This design comes from an exercise in tuning for small area and a short achievable clock period on the open sky130 flow, not from production work.
In this exercise RTL edits were held to simulation tests only and were not proved equivalent to the original.
Power is estimated from default activity; no workload was simulated.

==> flow/config.mk <==
export PLATFORM = sky130hd
export DESIGN_NAME = video_uut
export DESIGN_NICKNAME = video_uut
export VERILOG_FILES = /design/flow/design.v
export SDC_FILE = /design/flow/constraint.sdc
export NUM_CORES = 4
export LEC_CHECK = 0
export CAP_MARGIN = 20
export CORE_MARGIN = 2
export CORE_UTILIZATION = 40
export SLEW_MARGIN = 20
==> flow/constraint.sdc <==
create_clock -name core_clock -period 14.0 [get_ports {clk_i}]
set_input_delay 2.8000 -clock core_clock [delete_from_list [all_inputs] [get_ports {clk_i}]]
set_output_delay 2.8000 -clock core_clock [all_outputs]
set_load 0.01 [all_outputs]
==> flow/design.v <==
module video_uut (
    input  wire         clk_i       ,
    input  wire         cen_i       ,
    input  wire         rst_i       ,
    input  wire         vid_sel_i   ,
    input  wire [23:0]  vid_rgb_i   ,
    input  wire [1:0]   vh_blank_i  ,
    input  wire [2:0]   dvh_sync_i  ,
    output wire [2:0]   dvh_sync_o  ,
    output wire [23:0]  vid_rgb_o
);
    localparam [1:0] S_IDLE = 2'd0, S_ATTACK = 2'd1, S_HOLD = 2'd2, S_DECAY = 2'd3;
    reg [23:0] vid_rgb_d1;
    reg [2:0]  dvh_sync_d1;
    reg [11:0] x_cnt, y_cnt;
    reg        prev_de, prev_vs;
    reg [1:0]  state;
    reg [7:0]  timer;
    reg [3:0]  amp, tamp;
    reg        spd;            
    reg [15:0] lfsr;
    reg [12:0] phase;          
    reg [4:0]  freq_1, freq_2;
    reg [12:0] acc_1, acc_2;   
    reg [12:0] base_1, base_2; 
    reg [2:0]  bstep;          
    function [12:0] add13(input [12:0] a, input [12:0] b);
        integer i; reg c;
        begin
            c = 1'b0;
            for (i = 0; i < 13; i = i + 1) begin
                add13[i] = a[i] ^ b[i] ^ c;
                c = (a[i] & b[i]) | (c & (a[i] ^ b[i]));
            end
        end
    endfunction
    function [12:0] addf(input [12:0] a, input [4:0] f);
        integer i; reg c;
        begin
            c = 1'b0;
            for (i = 0; i < 5; i = i + 1) begin
                addf[i] = a[i] ^ f[i] ^ c;
                c = (a[i] & f[i]) | (c & (a[i] ^ f[i]));
            end
            for (i = 5; i < 13; i = i + 1) begin
                addf[i] = a[i] ^ c;
                c = a[i] & c;
            end
        end
    endfunction
    wire [6:0]  t_1 = acc_1[11:5] ^ {7{acc_1[12]}};
    wire [6:0]  t_2 = acc_2[11:5] ^ {7{acc_2[12]}};
    wire [7:0]  sum = t_1 + t_2;                  
    reg  [1:0] a1; reg a1_en; reg a2; reg a2_en; reg a2_neg;
    always @* begin
        a1 = 2'd0; a1_en = 1'b1; a2 = 1'b0; a2_en = 1'b0; a2_neg = 1'b0;
        case (amp)
            4'd0:  a1_en = 1'b0;
            4'd1:  a1 = 2'd0;
            4'd2:  a1 = 2'd1;
            4'd3:  begin a1 = 2'd1; a2_en = 1'b1; end
            4'd4:  a1 = 2'd2;
            4'd5:  begin a1 = 2'd2; a2_en = 1'b1; end
            4'd6:  begin a1 = 2'd2; a2_en = 1'b1; a2 = 1'b1; end
            4'd7:  begin a1 = 2'd3; a2_en = 1'b1; a2_neg = 1'b1; end
            4'd8:  a1 = 2'd3;
            4'd9:  begin a1 = 2'd3; a2_en = 1'b1; end
            4'd10: begin a1 = 2'd3; a2_en = 1'b1; a2 = 1'b1; end
            default: begin a1 = 2'd3; a2_en = 1'b1; a2 = 1'b1; end
        endcase
    end
    wire [10:0] term1 = a1_en ? ({3'b0, sum} << a1) : 11'd0;
    wire [8:0]  term2 = a2_en ? ({1'b0, sum} << a2) : 9'd0;
    wire signed [14:0] ybase = $signed({2'b0, y_cnt, 1'b0}) - $signed({3'b0, 11'd1072 | {8'd0, lfsr[1:0], 1'b0}})
                               + $signed({4'b0, amp, 7'b0});
    wire        fix  = sum[7] & sum[0] & amp[0];
    wire signed [14:0] e = ybase - $signed({4'b0, term1}) + (a2_neg ? $signed({6'b0, term2}) : -$signed({6'b0, term2}))
                           + $signed({14'b0, fix});
    wire [2:0]  dv = e[3:1];
    wire draw = (e[14:4] == 11'd0) & (e[3:0] <= 4'd11) & ((y_cnt[11:3] != 0) | (y_cnt[2:0] >= dv));
    wire vs_rise  = dvh_sync_i[1] & ~prev_vs;
    wire upd      = vs_rise & spd;
    wire go       = upd & (state == S_IDLE) & (timer == 0);
    wire glitch   = upd & (state == S_HOLD) & (timer != 0) & (lfsr[1:0] == 2'b11);
    wire [4:0] f1_new = {1'b0, lfsr[3:0]} + 5'd10;
    wire [4:0] f2_new = {1'b0, lfsr[7:4]} + 5'd14;
    wire        stepping = (bstep != 0);
    wire [1:0]  bbit = bstep[1:0] - 2'd1;        
    wire [12:0] b1_sum = add13(stepping ? {base_1[11:0], 1'b0} : base_1, phase & {13{~stepping | freq_1[bbit]}});
    wire [12:0] b2_sum = add13({base_2[11:0], 1'b0}, phase & {13{freq_2[bbit]}});
    wire [12:0] b1_nxt = go ? (lfsr[12:0] & {13{f1_new[4]}}) :
                         (glitch & (&freq_1)) ? 13'd0 :    
                         (glitch | stepping) ? b1_sum : base_1;
    wire [12:0] b2_nxt = go ? (lfsr[12:0] & {13{f2_new[4]}}) : stepping ? b2_sum : base_2;
    wire x_rst = dvh_sync_i[1] | (~dvh_sync_i[2] & prev_de) | (dvh_sync_i[2] & (&x_cnt));
    wire x_inc = ~dvh_sync_i[1] & dvh_sync_i[2];
    always @(posedge clk_i) begin
        if (rst_i) begin
            state <= S_IDLE; timer <= 0; amp <= 0; tamp <= 0; spd <= 0;
            lfsr <= 16'hACE1; phase <= 0; freq_1 <= 5'd12; freq_2 <= 5'd18;
            x_cnt <= 0; y_cnt <= 0; prev_de <= 0; prev_vs <= 0;
            acc_1 <= 0; acc_2 <= 0; base_1 <= 0; base_2 <= 0; bstep <= 0;
            vid_rgb_d1 <= 0; dvh_sync_d1 <= 0;
        end else if (cen_i) begin
            lfsr <= {lfsr[14:0], lfsr[15] ^ lfsr[13] ^ lfsr[12] ^ lfsr[10]};
            prev_vs <= dvh_sync_i[1];
            base_1 <= b1_nxt;
            base_2 <= b2_nxt;
            if (go) bstep <= 3'd4;
            else if (stepping) bstep <= bstep - 1;
            if (vs_rise) begin
                spd <= ~spd;
                if (spd) begin
                    case (state)
                        S_IDLE: begin
                            if (timer == 0) begin
                                state <= S_ATTACK;
                                phase <= lfsr[12:0];
                                if (lfsr[3:0] < 4) tamp <= 5;
                                else if (lfsr[3:0] > 10) tamp <= 10;
                                else tamp <= lfsr[3:0];
                                freq_1 <= f1_new;
                                freq_2 <= f2_new;
                            end else timer <= timer - 1;
                        end
                        S_ATTACK: begin
                            if (amp >= tamp) begin
                                state <= S_HOLD;
                                timer <= {1'b0, lfsr[4:0], 2'b00};
                            end else amp <= amp + 2;
                        end
                        S_HOLD: begin
                            if (timer == 0) state <= S_DECAY;
                            else begin
                                timer <= timer - 1;
                                if (lfsr[1:0] == 2'b11) freq_1 <= freq_1 + 1;
                                if (lfsr[2:0] == 3'b000 && tamp < 10) tamp <= tamp + 1;
                                if (lfsr[2:0] == 3'b111 && tamp > 3)  tamp <= tamp - 1;
                                if (amp < tamp) amp <= amp + 1;
                                if (amp > tamp) amp <= amp - 1;
                            end
                        end
                        S_DECAY: begin
                            if (amp <= 1) begin
                                amp <= 0;
                                state <= S_IDLE;
                                timer <= {lfsr[5:0], 2'b00};
                            end else amp <= amp - 1;
                        end
                    endcase
                end
            end
            prev_de <= dvh_sync_i[2];
            if (dvh_sync_i[1]) y_cnt <= 0;
            else if (~dvh_sync_i[2] & prev_de) y_cnt <= y_cnt + 1;
            if (x_rst) begin
                x_cnt <= 0; acc_1 <= b1_nxt; acc_2 <= b2_nxt;
            end else if (x_inc) begin
                x_cnt <= x_cnt + 1; acc_1 <= addf(acc_1, freq_1); acc_2 <= addf(acc_2, freq_2);
            end
            if (draw) vid_rgb_d1 <= 24'h00FF00;
            else      vid_rgb_d1 <= vid_sel_i ? 24'h0 : vid_rgb_i;
            dvh_sync_d1 <= dvh_sync_i;
        end
    end
    assign dvh_sync_o = dvh_sync_d1;
    assign vid_rgb_o  = vid_rgb_d1;
endmodule
==> flow/run.sh <==
#!/bin/bash
# synth_recipe.tcl (not shown) runs the flow's synth.tcl, then flattens the netlist and writes it again
# the make line also repeats each setting of config.mk as NAME=value (left out here)
make -C /OpenROAD-flow-scripts/flow DESIGN_CONFIG=/design/flow/config.mk WORK_HOME=/design/flow/orfs CLKGATE_MAP_FILE= SYNTH_SCRIPT=/design/flow/synth_recipe.tcl finish
==> results of run 1 <==
## per-stage QoR
stage	total power, µW	setup slack (ns)	cell area, µm²
after global placement	1040	6.267	12900
after CTS	1509	6.121	13450
after detailed placement	1050	6.158	12900
after global routing	1594	5.685	13460
final	1496	6.127	13460
after floorplan	915.9	7.230	12110
## report_power, final
group          leakage, µW  switching [µW]  internal (µW)
clock network     0.000276             217            237
registers          0.00138            31.8            508
logic              0.00384             314            188
## Yosys cell counts, types with 8 or more instances
cell	count
sky130_fd_sc_hd__a211oi_1	39
sky130_fd_sc_hd__a21oi_1	105
sky130_fd_sc_hd__a31oi_1	19
sky130_fd_sc_hd__and2_1	16
sky130_fd_sc_hd__clkbuf_1	77
sky130_fd_sc_hd__dfxtp_1	169
sky130_fd_sc_hd__fa_1	47
sky130_fd_sc_hd__ha_1	84
sky130_fd_sc_hd__inv_1	86
sky130_fd_sc_hd__mux2i_1	59
sky130_fd_sc_hd__nand2_1	197
sky130_fd_sc_hd__nand2b_1	15
sky130_fd_sc_hd__nand3_1	32
sky130_fd_sc_hd__nand4_1	13
sky130_fd_sc_hd__nor2_1	162
sky130_fd_sc_hd__nor2b_1	23
sky130_fd_sc_hd__nor3_1	25
sky130_fd_sc_hd__nor3b_1	8
sky130_fd_sc_hd__nor4_1	9
sky130_fd_sc_hd__o211ai_1	30
sky130_fd_sc_hd__o21a_1	9
sky130_fd_sc_hd__o21ai_0	79
sky130_fd_sc_hd__o221a_2	8
sky130_fd_sc_hd__or3_1	8
sky130_fd_sc_hd__xnor2_1	22
sky130_fd_sc_hd__xor2_1	44
## metal layers
metal  vias up  wire length, µm  global-route usage, %
met5         -                0                      0
met4         0              509                  5.738
met3        36             1262                  3.538
met2       202            14150                  33.54
met1      4967            14400                  25.96
li1       5236                -                      -
## area by class of cell
class	instances	share of cell area, %
clock buffer	19	3.291
inverter	88	2.454
sequential	169	25.13
tap	390	3.625
clock inverter	13	0.8273
timing repair buffer	70	4.927
multi-input combinational	1160	59.74
## kinds of logic (layout without fill, tap and decap cells)
family / after synthesis / after routing
AO/OA/AOI/OAI: 361 / 361
flip-flops: 169 / 169
multiplexers: 64 / 64
adder cells (fa/ha/maj): 131 / 131
buffers and inverters: 183 / 190
AND/OR/NAND/NOR: 537 / 537
XOR/XNOR: 67 / 67
## layout by cell type, fill, tap and decap left out, types with 7 or more instances in the layout
cell                              instances
sky130_fd_sc_hd__nand2_1                197
sky130_fd_sc_hd__dfxtp_1                169
sky130_fd_sc_hd__nor2_1                 160
sky130_fd_sc_hd__a21oi_1                104
sky130_fd_sc_hd__inv_1                   86
sky130_fd_sc_hd__ha_1                    84
sky130_fd_sc_hd__o21ai_0                 78
sky130_fd_sc_hd__mux2i_1                 59
sky130_fd_sc_hd__clkdlybuf4s50_1         55
sky130_fd_sc_hd__fa_1                    47
sky130_fd_sc_hd__xor2_1                  44
sky130_fd_sc_hd__a211oi_1                39
sky130_fd_sc_hd__nand3_1                 32
sky130_fd_sc_hd__o211ai_1                30
sky130_fd_sc_hd__nor3_1                  25
sky130_fd_sc_hd__xnor2_1                 22
sky130_fd_sc_hd__nor2b_1                 22
sky130_fd_sc_hd__a31oi_1                 19
sky130_fd_sc_hd__clkbuf_16               17
sky130_fd_sc_hd__and2_1                  16
sky130_fd_sc_hd__nand2b_1                15
sky130_fd_sc_hd__buf_4                   15
sky130_fd_sc_hd__nand4_1                 13
sky130_fd_sc_hd__nor4_1                   9
sky130_fd_sc_hd__o21a_1                   9
sky130_fd_sc_hd__nor3b_1                  8
sky130_fd_sc_hd__or3_1                    8
sky130_fd_sc_hd__o221a_2                  8
sky130_fd_sc_hd__a211o_1                  7
## registers in the layout, indices dropped and copies added, names as in the netlist, 3 cells and up
name,count
lfsr,16
amp,4
acc_2,13
freq_1,5
timer,8
y_cnt,12
x_cnt,12
phase,12
base_2,13
bstep,3
base_1,13
tamp,4
vid_rgb_d1,24
freq_2,5
acc_1,13
## final timing paths
check | start | end | depth (start not counted)
setup / recovery | bstep[0]$_SDFFE_PP0P_ | base_1[12]$_SDFFE_PP0P_ | 24
setup reg to reg | bstep[0]$_SDFFE_PP0P_ | base_1[12]$_SDFFE_PP0P_ | 24
hold reg to reg | vid_rgb_d1[21]$_SDFFE_PP0P_ | vid_rgb_d1[21]$_SDFFE_PP0P_ | 2
hold / removal | vid_rgb_d1[21]$_SDFFE_PP0P_ | vid_rgb_d1[21]$_SDFFE_PP0P_ | 2
## worst min-delay path: stages (launching register included)
cell	delay, ns
sky130_fd_sc_hd__dfxtp_1	0.31
sky130_fd_sc_hd__nand2_1	0.05
sky130_fd_sc_hd__o21ai_1	0.05
==> run notes, run 1 <==
- The final number of hold-violating endpoints is 0.
- The number of buffers and inverters on the critical path is 3.
- The width of the chip is 178.0 µm.
- TritonCTS built the clock tree.
- Broken down by cell family, the worst path's largest delay share belongs to adder cells.
- Setup repair after global routing left no endpoint under its margin.
- The required time of the worst setup path is 14.35 ns.
- The global routing usage summed across all routing layers is 19.87%.
- At the later pin of the worst-skew pair, clock insertion delay measures 0.45 ns.
- The total core area is 0.02972 mm².
- The min-delay analysis places its worst path in the category reg -> reg.
- The critical path goes through inv_1, ha_1, mux4_2, nor2_1, nor2b_1, ha_1, fa_1, fa_1, fa_1, fa_1, fa_1, fa_1, fa_1, fa_1, fa_1, inv_1, fa_1, inv_1, fa_1, a211oi_1, a211oi_1, nor4_1, a21oi_1, a211oi_1.
- For the pin with the worst max-slew slack, the measured transition is 1.069 ns.
- For this run, the number of Yosys warnings is 1.
- The post-detailed-route count of antenna-violating nets is 0.
- The tightest slew margin relative to the limit is 28.47%.
- The total count of max-transition violations in the final report is 0.
- The floorplan step defined a die boundary enclosing 0.03169 mm².
- The multi-input combinational cells in the finished layout cover a total of 0.008041 mm².
- The initial cell density of the core is 40.76%.
- The number of buffers on the longest clock path is 2.
- Compared with the post-synthesis result, the final layout area differs by 11.12%.
- 60 I/O pins were placed.
- The clock transition at the registers of the reported paths is 0.07 ns.
- The hold slack is 0.4512 ns.
- The post-placement cell count is 1877.
- The most repeated library cell on the critical path is sky130_fd_sc_hd__fa_1.
- The total of cells resized after clock tree synthesis is 0.
- The number of diodes is 0.
- Yosys attributes the largest share of cell area to sky130_fd_sc_hd__dfxtp_1 (28%), sky130_fd_sc_hd__ha_1 (8.7%), sky130_fd_sc_hd__fa_1 (7.8%).
- The number of antenna violations at the first check in global routing was 0.
- The cell chosen for the clock root is sky130_fd_sc_hd__clkbuf_16.
- For this run, the top clock speed supported by timing is 0.1270 GHz.
- The worst clock skew is 0.01236 ns.
- The proportion of synthesized flip-flops having asynchronous set or reset is 0%.
- The area of all sequential standard cells is 0.003383 mm².
- STA classifies the critical path startpoint as a flop.
- The sequential area share after synthesis is 27.93%.
- The finished layout holds 1909 standard cells, fillers aside.
- The first-pass detailed-route iteration total is 7.
- The share of the clock period used by the worst path after layout is 56.24%.
- The top-area cell type share of the netlist area is 27.93%.
- The worst setup path category is reg -> reg.
- The total negative slack for setup checks is 0 ns.
- The fraction of layout instances using a drive strength above 1 is 5.069%.
- The final layout contains routed wiring with a total length of 30.32 mm.
- The slack of the worst reg-to-reg path is 6.13 ns.
- The total clock buffers created by CTS is 17.
- The cell area after synthesis is 0.01211 mm².
- The count of flip-flops with a built-in enable after synthesis is 0.
- After synthesis, the largest family of logic cells by area is simple AND/OR/NAND/NOR gates.
- The ratio of total power to cell area is 111.2 mW/mm².
- Counting flops and latches in the post-synthesis netlist gives 169.
- The total nets after synthesis is 1676.
- Summing the areas of all compound-gate instances in the mapped netlist gives 19.15% of the synthesized area.
- The total congestion overflow after global routing is 0.
- The post-detailed-route DRC marker count is 0.
- The number of inserted filler cells in the final layout is 2921.
- Routability-driven placement finished with a final weighted congestion of 0.8703.
- The count of input and output buffers is 57.
- The floorplan has 63 rows.
- The master of the slowest instance on the critical path is sky130_fd_sc_hd__nor2_1.
- Entering global routing, the biggest net connects 61 pins.
- The cell count after synthesis is 1512.
- The adder-cell share of the synthesized area is 16.44%.
- The core utilization of the finished layout is 45.29%.
- After clock tree synthesis, the setup repair step added 0 buffers.
- The first global-routing pass estimated 50.64 mm of wire.
- The number of global-route vias before repair is 10.05k.
- STA classifies the critical path endpoint as a flop.
- From bottom edge to top edge, the die measures 178.0 µm.
- The largest single stage delay on the critical path is 0.65 ns.
- The leakage dissipation is 0.005494 µW.
- The largest fanout of any net on the critical path is 11.
- Of all cell types, the one taking the most synthesized area is sky130_fd_sc_hd__dfxtp_1.
- Dividing the detail-routed via count by the number of cells gives 5.469.
- The worst path in the final design needs a cycle of 7.873 ns, including I/O delays and setup.
- Setup violations remaining at the end of the flow were counted as 0.
- For this run, the post-layout net count is 1670.
- The area fraction in and, or, nand and nor cells after synthesis is 20.11%.
- The detailed-route via count is 10.44k.
- The main flop type after synthesis is sky130_fd_sc_hd__dfxtp_1.
- VDD sags by at most 0.00008385 V.
- The placed wire-length estimate is 21.17 mm.
- The netlist uses 73 different library cells.
- The multiplexer share of the synthesized area is 5.526%.
- For this design, the CTS-stage hold fixing added 0 buffers.
- The flow ran to the end and the layout has no timing, DRC or antenna violations.
- The violation count after the first detailed-route iteration is 568.
- Summing the areas of all xor and xnor instances in the mapped netlist gives 4.907% of the synthesized area.
- For the worst setup path, the data arrival time is 8.22 ns.
- The per-instance average area after synthesis is 8.011 µm².
- For this design, the sink count on the clock tree is 169.
- Across the run, the number of max-cap violations was 0.
- The routed length per instance is 15.88 µm.
- The clock tree synthesis step divided the H-tree into 4 levels.
==> inputs of run 2 (changes only) <==
--- a/flow/design.v
+++ b/flow/design.v
@@ -23,7 +23,7 @@
     reg [4:0]  freq_1, freq_2;
     reg [12:0] acc_1, acc_2;   
     reg [12:0] base_1, base_2; 
-    reg [2:0]  bstep;          
+    reg [3:0]  bsel;           
     function [12:0] add13(input [12:0] a, input [12:0] b);
         integer i; reg c;
         begin
@@ -71,23 +71,29 @@
     end
     wire [10:0] term1 = a1_en ? ({3'b0, sum} << a1) : 11'd0;
     wire [8:0]  term2 = a2_en ? ({1'b0, sum} << a2) : 9'd0;
-    wire signed [14:0] ybase = $signed({2'b0, y_cnt, 1'b0}) - $signed({3'b0, 11'd1072 | {8'd0, lfsr[1:0], 1'b0}})
-                               + $signed({4'b0, amp, 7'b0});
-    wire        fix  = sum[7] & sum[0] & amp[0];
-    wire signed [14:0] e = ybase - $signed({4'b0, term1}) + (a2_neg ? $signed({6'b0, term2}) : -$signed({6'b0, term2}))
-                           + $signed({14'b0, fix});
-    wire [2:0]  dv = e[3:1];
-    wire draw = (e[14:4] == 11'd0) & (e[3:0] <= 4'd11) & ((y_cnt[11:3] != 0) | (y_cnt[2:0] >= dv));
+    wire        add1 = a2_en & ~a2_neg;
+    wire [14:0] ybase = {2'b0, y_cnt, 1'b0} - {3'b0, 11'd1072 | {8'd0, lfsr[1:0], 1'b0}}
+                        + {4'b0, amp, 7'b0} + 15'd1 + {14'b0, add1};
+    wire [14:0] op2 = ~{4'b0, term1};
+    wire [14:0] op3 = a2_en ? (a2_neg ? {6'b0, term2} : ~{6'b0, term2}) : 15'd0;
+    wire        fix = sum[7] & sum[0] & amp[0];
+    wire [14:0] cs_s = ybase ^ op2 ^ op3;
+    wire [14:0] cs_c = {(ybase[13:0] & op2[13:0]) | (ybase[13:0] & op3[13:0]) | (op2[13:0] & op3[13:0]), fix};
+    wire [4:0]  lo  = {1'b0, cs_s[3:0]} + {1'b0, cs_c[3:0]};
+    wire [10:0] hx  = cs_s[14:4] ^ cs_c[14:4];
+    wire [10:0] ho  = cs_s[14:4] | cs_c[14:4];
+    wire        hi_zero = ((hx[0] == lo[4])) & (hx[10:1] == ho[9:0]);
+    wire [2:0]  dv = lo[3:1];
+    wire draw = hi_zero & (lo[3:0] <= 4'd11) & ((y_cnt[11:3] != 0) | (y_cnt[2:0] >= dv));
     wire vs_rise  = dvh_sync_i[1] & ~prev_vs;
     wire upd      = vs_rise & spd;
     wire go       = upd & (state == S_IDLE) & (timer == 0);
     wire glitch   = upd & (state == S_HOLD) & (timer != 0) & (lfsr[1:0] == 2'b11);
     wire [4:0] f1_new = {1'b0, lfsr[3:0]} + 5'd10;
     wire [4:0] f2_new = {1'b0, lfsr[7:4]} + 5'd14;
-    wire        stepping = (bstep != 0);
-    wire [1:0]  bbit = bstep[1:0] - 2'd1;        
-    wire [12:0] b1_sum = add13(stepping ? {base_1[11:0], 1'b0} : base_1, phase & {13{~stepping | freq_1[bbit]}});
-    wire [12:0] b2_sum = add13({base_2[11:0], 1'b0}, phase & {13{freq_2[bbit]}});
+    wire        stepping = |bsel;
+    wire [12:0] b1_sum = (stepping ? {base_1[11:0], 1'b0} : base_1) + (phase & {13{~stepping | (|(bsel & freq_1[3:0]))}});
+    wire [12:0] b2_sum = {base_2[11:0], 1'b0} + (phase & {13{|(bsel & freq_2[3:0])}});
     wire [12:0] b1_nxt = go ? (lfsr[12:0] & {13{f1_new[4]}}) :
                          (glitch & (&freq_1)) ? 13'd0 :    
                          (glitch | stepping) ? b1_sum : base_1;
@@ -99,15 +105,15 @@
             state <= S_IDLE; timer <= 0; amp <= 0; tamp <= 0; spd <= 0;
             lfsr <= 16'hACE1; phase <= 0; freq_1 <= 5'd12; freq_2 <= 5'd18;
             x_cnt <= 0; y_cnt <= 0; prev_de <= 0; prev_vs <= 0;
-            acc_1 <= 0; acc_2 <= 0; base_1 <= 0; base_2 <= 0; bstep <= 0;
+            acc_1 <= 0; acc_2 <= 0; base_1 <= 0; base_2 <= 0; bsel <= 0;
             vid_rgb_d1 <= 0; dvh_sync_d1 <= 0;
         end else if (cen_i) begin
             lfsr <= {lfsr[14:0], lfsr[15] ^ lfsr[13] ^ lfsr[12] ^ lfsr[10]};
             prev_vs <= dvh_sync_i[1];
             base_1 <= b1_nxt;
             base_2 <= b2_nxt;
-            if (go) bstep <= 3'd4;
-            else if (stepping) bstep <= bstep - 1;
+            if (go) bsel <= 4'b1000;
+            else bsel <= {1'b0, bsel[3:1]};
             if (vs_rise) begin
                 spd <= ~spd;
                 if (spd) begin
==> run 2 against run 1 <==
Against the previous run: first-iteration DRC count rose by 34%; design area rose by 1.9%; non-clock buffer count rose by 3; highest routed layer unchanged; sequential power fell by 3.7%; setup slack improved by 2.1 ns; area after synthesis rose by 1.2%; critical endpoint is now vid_rgb_d1[15]$_SDFFE_PP0P_; still clean.
==> run notes, run 2 <==
- The flow ran to the end and the layout has no timing, DRC or antenna violations.
- The layout has 3015 filler cells.
- The final number of hold-violating endpoints is 0.
- The count of buffers added on input and output ports is 57.
- The tightest slew margin relative to the limit is 30.09%.
- The cell count after synthesis is 1551.
- Counting along the longest clock path gives a buffer depth of 2.
- The total count of max-transition violations in the final report was 0.
- In this run the number of H-tree levels came out at 4.
- On the final layout, the worst hold slack is 0.4725 ns.
- In the synthesized netlist the async set-or-reset flop fraction comes to 0%.
- The actual slew at the worst max-slew pin is 1.045 ns.
- The post-synthesis cell type with the largest combined area is sky130_fd_sc_hd__dfxtp_1.
- The layout net count is 1704.
- In this run the standard cell core region covers 0.03035 mm².
- The die is 179.1 µm wide.
- The first-pass GRT wire length is 51.91 mm.
- After synthesis, the largest area contributor takes up 27.76% of total cell area.
- The required time of the worst setup path is 14.34 ns.
- Power spread over the standard cell area amounts to 92.55 mW/mm².
- In the final layout, the registers with the most flip-flops are vid_rgb_d1 (24), lfsr (16).
- The row count is 64.
- The setup-violating endpoint count in the final report is 0.
- In this run the worst path has a maximum fanout of 13.
- The main flop type after synthesis is sky130_fd_sc_hd__dfxtp_1.
- The HPWL after detailed placement is 22.01 mm.
- The violation count after the first detailed-route iteration is 759.
- By count the netlist is led by sky130_fd_sc_hd__nand2_1 (190), sky130_fd_sc_hd__nor2_1 (172), sky130_fd_sc_hd__dfxtp_1 (170).
- The mean number of vias per cell is 5.489.
- The CTS tree is built.
- Global routing used 20.08% of the available tracks.
- After clock tree synthesis, the flow added hold-fix buffers numbering 0.
- The worst setup path is of the reg -> reg kind.
- The number of flip-flops in the largest register is 24.
- The number of global-route vias before repair is 10.25k.
- Among all stages on the critical path, the largest delay is contributed by sky130_fd_sc_hd__dfxtp_1.
- STA classifies the critical path startpoint as a flop.
- The total of cells resized after clock tree synthesis is 0.
- The total clock buffers created by CTS is 17.
- Routability-driven placement finished with a final weighted congestion of 0.8244.
- The per-instance average area after synthesis is 7.906 µm².
- The number of diodes is 0.
- The worst clock skew is 0.01153 ns.
- The die is 179.1 µm tall.
- Traced cell by cell, the critical path runs through ha_1, fa_1, nor3_1, nor3b_1, a41oi_1, nor2b_1, nor2_1, xor2_1, fa_1, ha_1, xnor2_1, or2_2, nor3b_1, nand3_1, nor3_1, nand4_1, a311oi_1.
- The total power consumption of the routed design is 1270 µW.
- In this run the clock root is driven by a sky130_fd_sc_hd__clkbuf_16.
- The area of all sequential standard cells is 0.003403 mm².
- The count of flip-flops with a built-in enable after synthesis is 0.
- The post-CTS setup buffer count is 0.
- The number of distinct library cell variants in the gate-level netlist after synthesis is 81.
- The post-detailed-route count of antenna-violating nets is 0.
- The type of element capturing the critical path is a flop.
- VDD sags by at most 0.00009578 V.
- The routed length per instance is 15.96 µm.
- The final layout contains routed wiring with a total length of 31.26 mm.
- The worst path uses 41.02% of the clock period.
- Leaving out fill and tap cells, the most frequent cell in the layout is sky130_fd_sc_hd__nand2_1.
- The floorplan step defined a die boundary enclosing 0.03207 mm².
- The number of warnings printed during yosys synthesis is 1.
- The initial cell density of the core is 40.40%.
- The number of max-cap violations is 0.
- Summed over all layers, the global routing overflow is 0.
- Entering global routing, the biggest net connects 88 pins.
- After synthesis the netlist holds a flip-flop and latch count of 170.
- The later-pin clock latency in the skew report is 0.44 ns.
- The clock net in this run drives a total of 170 sinks.
- The leakage dissipation is 0.005548 µW.
- The library cells used most frequently in the layout, excluding fill and tap cells, are sky130_fd_sc_hd__nand2_1 (190), sky130_fd_sc_hd__nor2_1 (172), sky130_fd_sc_hd__dfxtp_1 (170).
- vid_rgb_d1 holds more flip-flops than any other register.
- Based on the critical path, the design can be clocked at up to 0.1741 GHz.
- The classification of the worst-slack hold path is reg -> reg.
- The arrival time at the worst endpoint is 6.08 ns.
- The footprint of the multi-input gates is 0.008247 mm².
- The total nets after synthesis is 1706.
- The synthesis-to-finish area growth is 11.89%.
- The cell with the most instances after synthesis is sky130_fd_sc_hd__nand2_1.
- Subtracting the final worst setup slack from the clock period gives 5.742 ns.
- Yosys attributes the largest share of cell area to sky130_fd_sc_hd__dfxtp_1 (28%), sky130_fd_sc_hd__ha_1 (9.9%), sky130_fd_sc_hd__nand2_1 (5.8%).
- The cell area after synthesis is 0.01226 mm².
- The first-pass detailed-route iteration total is 5.
- After synthesis, flip-flops and latches occupy 27.76% of the total area.
- The total negative slack for setup checks is 0 ns.
- In the routed design, unresolved DRC markers number 0.
- During I/O placement, the number of pins put on the boundary was 60.
- On the worst path, the slowest cell contributes a delay of 0.74 ns.
- The detailed-route via count is 10.75k.
- The number of antenna violations at the first check in global routing is 0.
- Setup repair after global routing left no endpoint under its margin.
- The clock transition at the registers of the reported paths is 0.07 ns.
- The fraction of layout instances using a drive strength above 1 is 4.930%.
==> run 2: cell types whose count changed in the layout (fill, tap and decap cells not counted), moves of 13 or more <==
cell / before / now
sky130_fd_sc_hd__fa_1: 47 / 25
sky130_fd_sc_hd__ha_1: 84 / 97
sky130_fd_sc_hd__mux2i_1: 59 / 32
sky130_fd_sc_hd__and2_1: 16 / 34
sky130_fd_sc_hd__xnor2_1: 22 / 49
sky130_fd_sc_hd__o21ai_0: 78 / 64
sky130_fd_sc_hd__inv_1: 86 / 62
sky130_fd_sc_hd__a21oi_1: 104 / 122
sky130_fd_sc_hd__a22o_1: 0 / 19
==> run 2: logic make-up after synthesis <==
kind of cell               Yosys count  synth area share (%)
DFF                                170                 27.76
xor gates and xnor gates           103                 7.418
and+or+nand+nor                    575                 21.81
muxes                               35                 2.888
AOI/OAI and AO/OA                  388                 20.92
buffers and inverters              157                 5.153
adders and majority gates          123                 14.06
==> run 2: power breakdown <==
group          internal [µW]  leakage [µW]  switching (µW)
combinational           91.2       0.00385             125
clock                    316      0.000312             217
sequential               501       0.00138            19.4
total                    908       0.00555             361
==> run 2: through the flow <==
stage | util [%] | area, µm² | setup WS, ns | instances
after floorplan | - | 12260 | 8.962 | 1551
after global placement | 43.06 | 13070 | 8.280 | 1926
after detailed placement | 43.06 | 13070 | 8.219 | 1926
after CTS | 45.21 | 13720 | 8.214 | 1958
after global routing | 45.21 | 13720 | 7.627 | 1958
final | 45.21 | 13720 | 8.258 | 1958
==> run 2: path summary, 6_finish.rpt <==
path                    startpoint                           to  slack [ns]  cells after the start
max           lfsr[0]$_SDFFE_PP1P_  vid_rgb_d1[15]$_SDFFE_PP0P_        8.26                     17
max reg2reg   lfsr[0]$_SDFFE_PP1P_  vid_rgb_d1[15]$_SDFFE_PP0P_        8.26                     17
min          phase[5]$_SDFFE_PP0P_        phase[5]$_SDFFE_PP0P_        0.47                      2
min reg2reg  phase[5]$_SDFFE_PP0P_        phase[5]$_SDFFE_PP0P_        0.47                      2
==> run 2: worst max-delay path: cells and delay by family (launching register included) <==
family / cells / cell delay (ns)
simple gates: 9 / 2.31
xor+xnor: 2 / 0.36
compound gates: 2 / 0.67
fa+ha+maj: 4 / 1.54
flops: 1 / 0.74
==> run 2: routing by layer <==
layer	part of all wire [%]	wire (µm)	up-vias	global-route usage (%)
met5	0	0	-	0
met4	1.3	394	0	5.081
met3	3.3	1041	22	2.969
met2	46	14450	170	33.11
met1	49	15370	5103	27.43
li1	-	-	5453	-
==> run 2: area by class of cell <==
class	count	area share, %
Timing Repair Buffer	73	4.998
Tap cell	396	3.611
Clock buffer	20	3.402
Multi-Input combinational cell	1224	60.11
Clock inverter	12	1.350
Inverter	63	1.724
Sequential cell	170	24.81
==> inputs of run 3 (changes only) <==
--- a/flow/config.mk
+++ b/flow/config.mk
@@ -5,6 +5,7 @@
 export SDC_FILE = /design/flow/constraint.sdc
 export NUM_CORES = 4
 export LEC_CHECK = 0
+export ABC_AREA = 1
 export CAP_MARGIN = 20
 export CORE_MARGIN = 2
 export CORE_UTILIZATION = 40
==> run 3 against run 2 <==
Against the previous run: worst hold slack worse by 0.012 ns; count of clock-buffer cells in the layout is 2 lower; routed wire length increased by 5.4%; still clean; non-clock buffer count down 10; largest cell class unchanged; critical endpoint is now x_cnt[10]$_SDFFE_PP0P_; register-to-register slack improved by 0.65 ns; die area increased by 2.9%; first-iteration DRC count is 11% lower; total power increased by 2.9%; critical path type is now in -> reg; synthesized cell count is 18% higher.
==> run notes, run 3 <==
- Once detailed placement completed, the half-perimeter wirelength came to 24.21 mm.
- STA classifies the critical path endpoint as a flop.
- The number of nets in the synthesized netlist is 1989.
- The total placed instance area is 0.01340 mm².
- For this design the ratio of total power to cell area is 93.47 mW/mm².
- The number of antenna violations at the first check in global routing is 0.
- The first global-routing pass estimated 55.10 mm of wire.
- The floorplan has 65 rows.
- The cell area after layout is 0.01398 mm².
- The violation count after the first detailed-route iteration is 674.
- The tool flagged a number of max-cap violations equal to 0.
- The post-placement cell count is 2235.
- The clock network accounts for 36.6% of the total power.
- The global routing usage summed across all routing layers is 20.40%.
- The most used flip-flop cell after synthesis is sky130_fd_sc_hd__dfxtp_1.
- The top cell family by delay on the critical path is buffers and inverters.
- Setup repair after global routing left no endpoint under its margin.
- The post-synthesis cell type with the largest combined area is sky130_fd_sc_hd__dfxtp_1.
- Counting flops with an async set or reset pin after synthesis yields a share of 0%.
- Of the total power, combinational logic draws 22.8%.
- The total power consumption of the routed design is 1307 µW.
- The number of global-route vias before repair is 11.13k.
- The final weighted congestion of routability-driven global placement is 0.9006.
- More flip-flops sit in one register than any other, and that register is vid_rgb_d1.
- The clock transition at the registers of the reported paths is 0.07 ns.
- The largest single stage delay on the critical path is 0.70 ns.
- Counting flops with a built-in enable in the synthesized netlist gives 0.
- The initial cell density of the core is 40.34%.
- The final number of hold-violating endpoints is 0.
- The library cells used most frequently in the layout, excluding fill and tap cells, are sky130_fd_sc_hd__nand2_1 (316), sky130_fd_sc_hd__inv_1 (269), sky130_fd_sc_hd__o21ai_0 (207).
- Counting both buffers and inverters, the worst setup path holds a total of 3.
- Traced cell by cell, the critical path runs through clkdlybuf4s50_1, a21oi_1, nand2_2, inv_2, o21ai_2, nand2_2, inv_2, nand2_2, nor3_4, nand2_1, nor3_1, nor2_1.
- The routed design has 32.94 mm of wire.
- The count of buffers added on input and output ports is 57.
- Counting instances in the post-synthesis netlist gives the leading cell types as sky130_fd_sc_hd__nand2_1 (316), sky130_fd_sc_hd__inv_1 (270), sky130_fd_sc_hd__o21ai_0 (207).
- The part of the power in registers is 40.5%.
- The CTS tree is built.
- The hold slack is 0.4604 ns.
- The classification of the worst-slack hold path is reg -> reg.
- The achievable frequency is 0.1648 GHz.
- The share of the clock period used by the worst path after layout is 43.34%.
- For this run, the number of Yosys warnings is 1.
- The number of flip-flops in the largest register is 24.
- The number of buffers on the longest clock path is 2.
- The fraction of power spent switching nets is 33.36%.
- The worst register-to-register path ends at vid_rgb_d1[2]$_SDFFE_PP0P_.
- The maximum number of pins on one net before global-route repair is 65.
- Between clock sinks in the finished design, the worst skew comes to 0.01076 ns.
- The total negative slack for setup checks is 0 ns.
- For the pin with the worst max-slew slack, the measured transition is 0.8409 ns.
- The width of the chip is 181.7 µm.
- The total count of max-transition violations in the final report is 0.
- The total overflow left after global routing is 0.
- The final non-filler cell total is 2267.
- The total number of clock tree sinks is 170.
- The smallest clock period supported by the final layout is computed as 6.068 ns.
- The total of cells resized after clock tree synthesis is 0.
- STA classifies the critical path startpoint as a primary input.
- The detail route stage leaves a number of antenna-violating nets equal to 0.
- The floorplan step defined a core boundary enclosing 0.03131 mm².
- 60 I/O pins were placed.
- The synthesis-to-finish area growth is 10.68%.
- The worst hold path passes through 2 cells.
- The first detailed-routing pass ran for 5 iterations.
- In this run the worst path has a maximum fanout of 52.
- The worst hold path begins at timer[5]$_SDFFE_PP0P_.
- The clock tree synthesis step divided the H-tree into 4 levels.
- The top-area cell type share of the netlist area is 26.94%.
- 0 antenna diodes ended up in the layout.
- The largest registers in the layout are vid_rgb_d1 (24), lfsr (16).
- The arrival time at the worst endpoint is 6.40 ns.
- Buffers inserted during clock tree synthesis total 17.
- The most common cell after layout, fill and taps aside is sky130_fd_sc_hd__nand2_1.
- The fraction of layout instances using a drive strength above 1 is 6.327%.
- The cell with the most instances after synthesis is sky130_fd_sc_hd__nand2_1.
- Setup violations remaining at the end of the flow were counted as 0.
- After synthesis the netlist holds a flip-flop and latch count of 170.
- In the final design database the tool counted 2007 nets.
- The tightest slew margin relative to the limit is 43.94%.
- The required time of the worst setup path is 14.33 ns.
- The floorplan step set the die height to 181.7 µm.
- The cell area after synthesis is 0.01263 mm².
- The post-detailed-route DRC marker count is 0.
- The overall die area is 0.03301 mm².
- Of the synthesized area, sequential elements account for 26.94%.
- The internal portion of the total power is 870.8 µW.
- Clock latency on the worst-skew pair, taken at its later pin, is 0.44 ns.
- The analysis attributes to net switching a power of 435.9 µW.
- The filler cells instantiated in the layout total 3214.
- The slack of the worst reg-to-reg path is 8.91 ns.
- In this run, distinct cell masters in the synthesized netlist total 60.
- The mean number of vias per cell is 5.143.
- The flow ran to the end and the layout has no timing, DRC or antenna violations.
- The worst-case IR drop observed on VDD is 0.00008712 V.
- The leakage dissipation is 0.006350 µW.
- The cell count after synthesis is 1834.
- In this run the post-CTS setup repair buffer count came out at 0.
- In the final routed layout, each cell accounts on average for 14.53 µm.
- The total of hold buffers inserted after clock tree synthesis is 0.
- The routed layout has 11.66k vias.
- The cell chosen for the clock root is sky130_fd_sc_hd__clkbuf_16.
- After synthesis, the cell types taking the most area are sky130_fd_sc_hd__dfxtp_1 (27%), sky130_fd_sc_hd__ha_1 (9.6%), sky130_fd_sc_hd__nand2_1 (9.4%).
- The startpoint of the worst-slack reg-to-reg timing path is y_cnt[0]$_SDFFE_PP0P_.
- Averaged over all synthesized cells, the footprint is 6.887 µm².
- The worst register-to-register path has a depth of 25.
- The worst setup path category is in -> reg.
- Among the stages of the critical path, the cell type that occurs most often is sky130_fd_sc_hd__nand2_2.
- The sink of the worst hold path is timer[5]$_SDFFE_PP0P_.
- The slowest stage of the critical path is the sky130_fd_sc_hd__clkdlybuf4s50_1 cell.
-- run 3: how the worst max path moves through the flow --
stage | depth (start not counted) | end | slack, ns | startpoint
6_report | 12 | x_cnt[10]$_SDFFE_PP0P_ | 7.93 | dvh_sync_i[1]
5_1_grt | 14 | x_cnt[10]$_SDFFE_PP0P_ | 7.63 | dvh_sync_i[2]
4_1_cts | 12 | x_cnt[10]$_SDFFE_PP0P_ | 7.92 | dvh_sync_i[1]
3_5_place_dp | 14 | x_cnt[10]$_SDFFE_PP0P_ | 7.45 | dvh_sync_i[2]
3_3_place_gp | 12 | x_cnt[10]$_SDFFE_PP0P_ | 7.46 | dvh_sync_i[1]
2_1_floorplan | 24 | vid_rgb_d1[18]$_SDFFE_PP0P_ | 9.60 | acc_1[12]$_SDFFE_PP0P_
-- run 3: cell families after synthesis --
kind of cell             after synthesis  synth area share, %
flip-flops                           170                26.94
AND/OR/NAND/NOR                      643                21.99
AO/OA/AOI/OAI                        468                20.63
XOR/XNOR                              77                5.518
adder cells (fa/ha/maj)              122                13.57
buffers and inverters                354                11.34
-- run 3: worst reg2reg max path: stages (launching register included) --
cell                       delay [ns]
sky130_fd_sc_hd__dfxtp_1         0.35
sky130_fd_sc_hd__inv_1           0.10
sky130_fd_sc_hd__ha_1            0.24
sky130_fd_sc_hd__fa_1            0.48
sky130_fd_sc_hd__a21oi_4         0.23
sky130_fd_sc_hd__nand2_2         0.08
sky130_fd_sc_hd__nand2_1         0.10
sky130_fd_sc_hd__xor2_1          0.19
sky130_fd_sc_hd__ha_1            0.29
sky130_fd_sc_hd__nand2_1         0.12
sky130_fd_sc_hd__o21ai_2         0.08
sky130_fd_sc_hd__a21oi_1         0.16
sky130_fd_sc_hd__o21bai_2        0.10
sky130_fd_sc_hd__xnor2_1         0.22
sky130_fd_sc_hd__fa_1            0.46
sky130_fd_sc_hd__ha_1            0.31
sky130_fd_sc_hd__xor2_1          0.13
sky130_fd_sc_hd__nand3_1         0.09
sky130_fd_sc_hd__nor4_1          0.19
sky130_fd_sc_hd__nand2_1         0.11
sky130_fd_sc_hd__nor3_1          0.19
sky130_fd_sc_hd__o21ai_0         0.15
sky130_fd_sc_hd__inv_1           0.20
sky130_fd_sc_hd__nand2_4         0.20
sky130_fd_sc_hd__nand2_1         0.12
sky130_fd_sc_hd__a21oi_1         0.06
-- run 3: metal layers --
| metal | global-route usage, % | routed length (µm) | up-vias |
|---|---|---|---|
| li1 | - | - | 6019 |
| met1 | 27.21 | 15690 | 5348 |
| met2 | 33.99 | 15020 | 257 |
| met3 | 3.008 | 1505 | 35 |
| met4 | 6.472 | 725 | 0 |
| met5 | 0 | 0 | - |
-- run 3: stage by stage --
stage	util [%]	setup WS (ns)
6_report	44.65	7.932
5_1_grt	44.65	7.628
4_1_cts	44.65	7.917
3_5_place_dp	42.81	7.451
3_3_place_gp	42.81	7.463
2_1_floorplan	-	9.604
-- run 3: area by class of cell --
type	instances	area (µm²)	share of cell area (%)
repair buffers	63	613.1	4.386
inverters	290	1089	7.787
clock buffers	18	439.2	3.141
well taps	402	503.0	3.598
multi-input cells	1310	7795	55.76
clock inverters	14	137.6	0.9845
flip-flops and latches	170	3403	24.34
-- run 3: power groups by stage --
stage / Combinational (µW) / Clock [µW] / Sequential [µW]
final: 298 / 478 / 530
after global routing: 342 / 508 / 533
after CTS: 298 / 491 / 530
after detailed placement: 296 / 0 / 541
after global placement: 292 / 0 / 540
after floorplan: 219 / 0 / 535
==> inputs of run 4 (changes only) <==
--- a/flow/config.mk
+++ b/flow/config.mk
@@ -8,5 +8,6 @@
 export ABC_AREA = 1
 export CAP_MARGIN = 20
 export CORE_MARGIN = 2
-export CORE_UTILIZATION = 40
+export CORE_UTILIZATION = 65
+export PLACE_DENSITY = 0.75
 export SLEW_MARGIN = 20
==> run 4 against run 3 <==
Against the previous run: design area shrank 0.87%; fmax increased by 3.0%; combinational power hardly changed; first-iteration DRC count rose by 22%; count of clock-buffer cells in the layout decreased by 1; setup slack better by 0.18 ns; non-clock buffer count rose by 1; clock power grew 4.6%; area after synthesis did not move; worst hold slack gained 0.0024 ns; register-to-register slack gained 0.04 ns.
==> run notes, run 4 <==
- The total number of clock tree sinks is 170.
- The row count is 50.
- Setup repair after global routing left no endpoint under its margin.
- The synthesis-to-finish area growth is 9.718%.
- The signal on the critical path passes through clkdlybuf4s50_1, nand2_1, nor4_1, nand2_1, nand2_2, inv_2, o21ai_2, nand2_2, inv_2, nand2_2, nor3_4, nand2_1, nor3_1, nor2_1.
- The number of buffers on the longest clock path is 2.
- The fraction of layout instances using a drive strength above 1 is 6.377%.
- The leakage dissipation is 0.006366 µW.
- In this run the count of I/O pins placed on the die edge is 60.
- The die is 143.4 µm tall.
- The total clock buffers created by CTS is 17.
- For this run, design rule violations remaining after detail routing come to 0.
- For this run, the number of Yosys warnings is 1.
- After synthesis, the most frequently instantiated cells are sky130_fd_sc_hd__nand2_1 (316), sky130_fd_sc_hd__inv_1 (270), sky130_fd_sc_hd__o21ai_0 (207).
- The total congestion overflow after global routing is 0.
- The final number of hold-violating endpoints came to 0.
- The part of the power in registers is 39.8%.
- The per-instance average area after synthesis is 6.887 µm².
- The later-pin clock latency in the skew report is 0.45 ns.
- The CTS tree is built.
- vid_rgb_d1 holds more flip-flops than any other register.
- The clock transition at the registers of the reported paths is 0.08 ns.
- Gates resized during post-CTS repair numbered 0.
- Net switching is 34.09% of the power.
- For this run, the slowest stage of the critical path takes 0.65 ns.
- For this run, the detailed router's first-pass iteration total came to 5.
- The core region is 0.01889 mm².
- The kind of cell with the highest combined delay along the critical path is simple AND/OR/NAND/NOR gates.
- The register bit total from synthesis is 170.
- The number of global-route vias before repair is 11.17k.
- Counting every net in the synthesized netlist gives 1989.
- The hold slack is 0.4628 ns.
- For the worst setup path, the data required time is 14.35 ns.
- The most used flip-flop cell after synthesis is sky130_fd_sc_hd__dfxtp_1.
- Setup violations remaining at the end of the flow were counted as 0.
- The post-synthesis cell type with the largest combined area is sky130_fd_sc_hd__dfxtp_1.
- The global-route track usage on met2 is 52.26%.
- The count of flip-flops with a built-in enable after synthesis is 0.
- The cell-internal power is 877.1 µW.
- Sequential elements use 26.94% of the synthesized area.
- For the pin with the worst max-slew slack, the measured transition is 0.7794 ns.
- The placed wire-length estimate is 23.29 mm.
- The die covers 0.02056 mm².
- The startpoint kind of the worst setup timing path is a primary input.
- Across every metal layer, demand over resource in global routing totals 31.60%.
- The worst clock skew is 0.01498 ns.
- The count of input and output buffers is 57.
- For this run, global-route usage on met1 was measured as 42.67%.
- The number of distinct library cell variants in the gate-level netlist after synthesis is 60.
- Wires add up to 31.71 mm.
- The most common cell after layout, fill and taps aside is sky130_fd_sc_hd__nand2_1.
- The number of antenna violations at the first check in global routing was 0.
- By area the synthesized netlist is led by sky130_fd_sc_hd__dfxtp_1 (27%), sky130_fd_sc_hd__ha_1 (9.6%), sky130_fd_sc_hd__nand2_1 (9.4%).
- In this run the power density over the cells is 96.03 mW/mm².
- In this run, the clock network consumes 37.6% of the power.
- The total count of max-transition violations in the final report came to 0.
- At the worst endpoint, the arrival time is 6.24 ns.
- The post-CTS setup buffer count is 0.
- In this run the worst path has a maximum fanout of 52.
- In the layout the commonest cells are sky130_fd_sc_hd__nand2_1 (316), sky130_fd_sc_hd__inv_1 (269), sky130_fd_sc_hd__o21ai_0 (207).
- CTS placed an instance of sky130_fd_sc_hd__clkbuf_16 at the clock tree root.
- The footprint of the multi-input gates is 0.007795 mm².
- In this run, the combinational gates consume 22.6% of the power.
- The net switching power figure is 453.7 µW.
- The post-detailed-route count of antenna-violating nets is 0.
- The congestion estimate from routability-driven global placement came to 0.8858.
- The share of synthesized area in the top cell type comes to 26.94%.
- In the final layout, the registers with the most flip-flops are vid_rgb_d1 (24), lfsr (16).
- The routed length per instance is 14.91 µm.
- The number of flip-flops in the largest register is 24.
- The run finished with no timing, DRC or antenna violations.
- The largest voltage drop on the vdd net is 0.00008813 V.
- The net count of the finished layout is 2008.
- In this run, post-CTS hold repair placed 0 buffers.
- Among all cell types in the netlist, the one instantiated most often is sky130_fd_sc_hd__nand2_1.
- The cell count after synthesis is 1834.
- The type of element capturing the critical path is a flop.
- The initial cell density of the core is 66.85%.
- Max-cap violations in this run came to 0.
- The mapped netlist covers 0.01263 mm².
- Counting the fill cells in the layout gives 1585.
- The minimum clock period after layout is 5.892 ns.
- Entering global routing, the biggest net connects 71 pins.
- The classification of the worst-slack hold path is reg -> reg.
- The worst path uses 42.09% of the clock period.
- The critical path buffer and inverter count is 3.
- The area of all sequential standard cells is 0.003403 mm².
- The proportion of synthesized flip-flops having asynchronous set or reset is 0%.
- The first global-routing pass estimated 52.66 mm of wire.
- The worst setup path category is in -> reg.
- For this run, the top clock speed supported by timing is 0.1697 GHz.
- The global routing usage on met3 is 5.898%.
- The width of the chip is 143.4 µm.
- The number of antenna diodes in the final layout is 0.
- The tightest slew margin relative to the limit is 47.96%.
- The total negative slack for setup checks is 0 ns.
- The slowest stage of the critical path belongs to the cell sky130_fd_sc_hd__inv_2.
- The mean number of vias per cell is 5.600.
- The total number of H-tree levels is 4.
- The layer flagged by global routing as most heavily used is met2.
- The detailed-route via count is 11.91k.
- The first routing iteration left 819 violations.
## run 4: cell counts after synthesis
Identical to the previous run, type by type.
## run 4: area by class of cell
type | count | share of cell area (%)
clock buffers | 17 | 3.070
clock inverters | 15 | 1.417
inverters | 290 | 7.855
multi-input cells | 1310 | 56.25
flip-flops and latches | 170 | 24.56
well taps | 260 | 2.347
repair buffers | 64 | 4.505
## run 4: power groups by stage
| stage | sequential, µW | combinational (µW) | clock (µW) |
|---|---|---|---|
| 2_1_floorplan | 535 | 219 | 0 |
| 4_1_cts | 529 | 297 | 503 |
| 6_report | 530 | 301 | 500 |
| 3_3_place_gp | 539 | 287 | 0 |
| 5_1_grt | 533 | 342 | 522 |
| 3_5_place_dp | 540 | 293 | 0 |
## run 4: final timing paths
path	slack (ns)	end	startpoint	cells after the start
setup / recovery	8.11	x_cnt[10]$_SDFFE_PP0P_	dvh_sync_i[2]	14
setup reg to reg	8.95	vid_rgb_d1[10]$_SDFFE_PP0P_	y_cnt[0]$_SDFFE_PP0P_	24
hold reg to reg	0.46	timer[5]$_SDFFE_PP0P_	timer[5]$_SDFFE_PP0P_	2
hold / removal	0.46	timer[5]$_SDFFE_PP0P_	timer[5]$_SDFFE_PP0P_	2
## run 4: cell families after synthesis
kind of cell | count (synthesis) | share of synthesized area [%]
compound gates | 468 | 20.63
simple gates | 643 | 21.99
flops | 170 | 26.94
fa+ha+maj | 122 | 13.57
xor+xnor | 77 | 5.518
buf+inv | 354 | 11.34
## run 4: worst reg2reg max path: stages, from the launching register on
cell and delay, ns:
sky130_fd_sc_hd__dfxtp_1 0.36, sky130_fd_sc_hd__inv_1 0.11, sky130_fd_sc_hd__ha_1 0.24, sky130_fd_sc_hd__fa_1 0.48, sky130_fd_sc_hd__a21oi_4 0.23, sky130_fd_sc_hd__nand2_2 0.08, sky130_fd_sc_hd__nand2_1 0.10, sky130_fd_sc_hd__xor2_1 0.20
sky130_fd_sc_hd__ha_1 0.31, sky130_fd_sc_hd__nand2_1 0.13, sky130_fd_sc_hd__o21ai_2 0.09, sky130_fd_sc_hd__a21oi_1 0.16, sky130_fd_sc_hd__o21bai_2 0.09, sky130_fd_sc_hd__xnor2_1 0.25, sky130_fd_sc_hd__fa_1 0.48, sky130_fd_sc_hd__ha_1 0.30
sky130_fd_sc_hd__xor2_1 0.14, sky130_fd_sc_hd__nand3_1 0.08, sky130_fd_sc_hd__nor4_1 0.20, sky130_fd_sc_hd__nand2_1 0.10, sky130_fd_sc_hd__nor3_1 0.15, sky130_fd_sc_hd__o21ai_0 0.12, sky130_fd_sc_hd__inv_1 0.15, sky130_fd_sc_hd__nand3_2 0.23
sky130_fd_sc_hd__a21oi_1 0.21
## run 4: stage by stage
stage                     power (µW)  setup slack [ns]  utilization, %  area [µm²]  cells
after detailed placement       833.8             7.647           70.00       13230   2093
final                           1331             8.108           73.35       13860   2126
after global routing            1397             7.784           73.35       13860   2126
after global placement         826.2             7.666           70.00       13230   2093
after CTS                       1329             8.105           73.29       13850   2125
after floorplan                753.8             9.604               -       12630   1834
## run 4: routing by layer
metal	vias to the layer above	wire length (µm)	share of wire (%)
li1	6014	-	-
met1	5490	14410	45
met2	349	14790	47
met3	52	1979	6.2
met4	0	533	1.7
met5	-	0	0

re-timing with driven ports:
In the flow no input, the clock included, has a driving cell. The finished layouts below were timed again as built, in two steps.
Step 1: set_driving_cell puts a clkbuf_16 on clk_i and a buf_2 on each other input, an assumption about the parent block.
Step 2 times the ports against the registers' clock, not the clock port: input delays grow and output delays shrink by t, the midpoint of the rising clock arrivals with the driver on.
Slacks: no drivers / after step 1 / after step 2; pairs: no drivers / after step 1.
run	shift t [ns]	setup WS [ns]	worst setup path after step 2	pins driven straight from the clock port
run 1	0.488	6.127 / 6.127 / 6.127	register to register	1
run 2	0.485	8.258 / 8.258 / 8.188	input to register	1
run 3	0.486	7.932 / 7.948 / 7.462	input to register	1
run 4	0.488	8.108 / 8.124 / 7.636	input to register	1
After both steps every run listed still meets setup and hold. The setup slack of run 4, which loses most, moves by +0.016 ns with the drivers and by -0.472 ns with both steps.
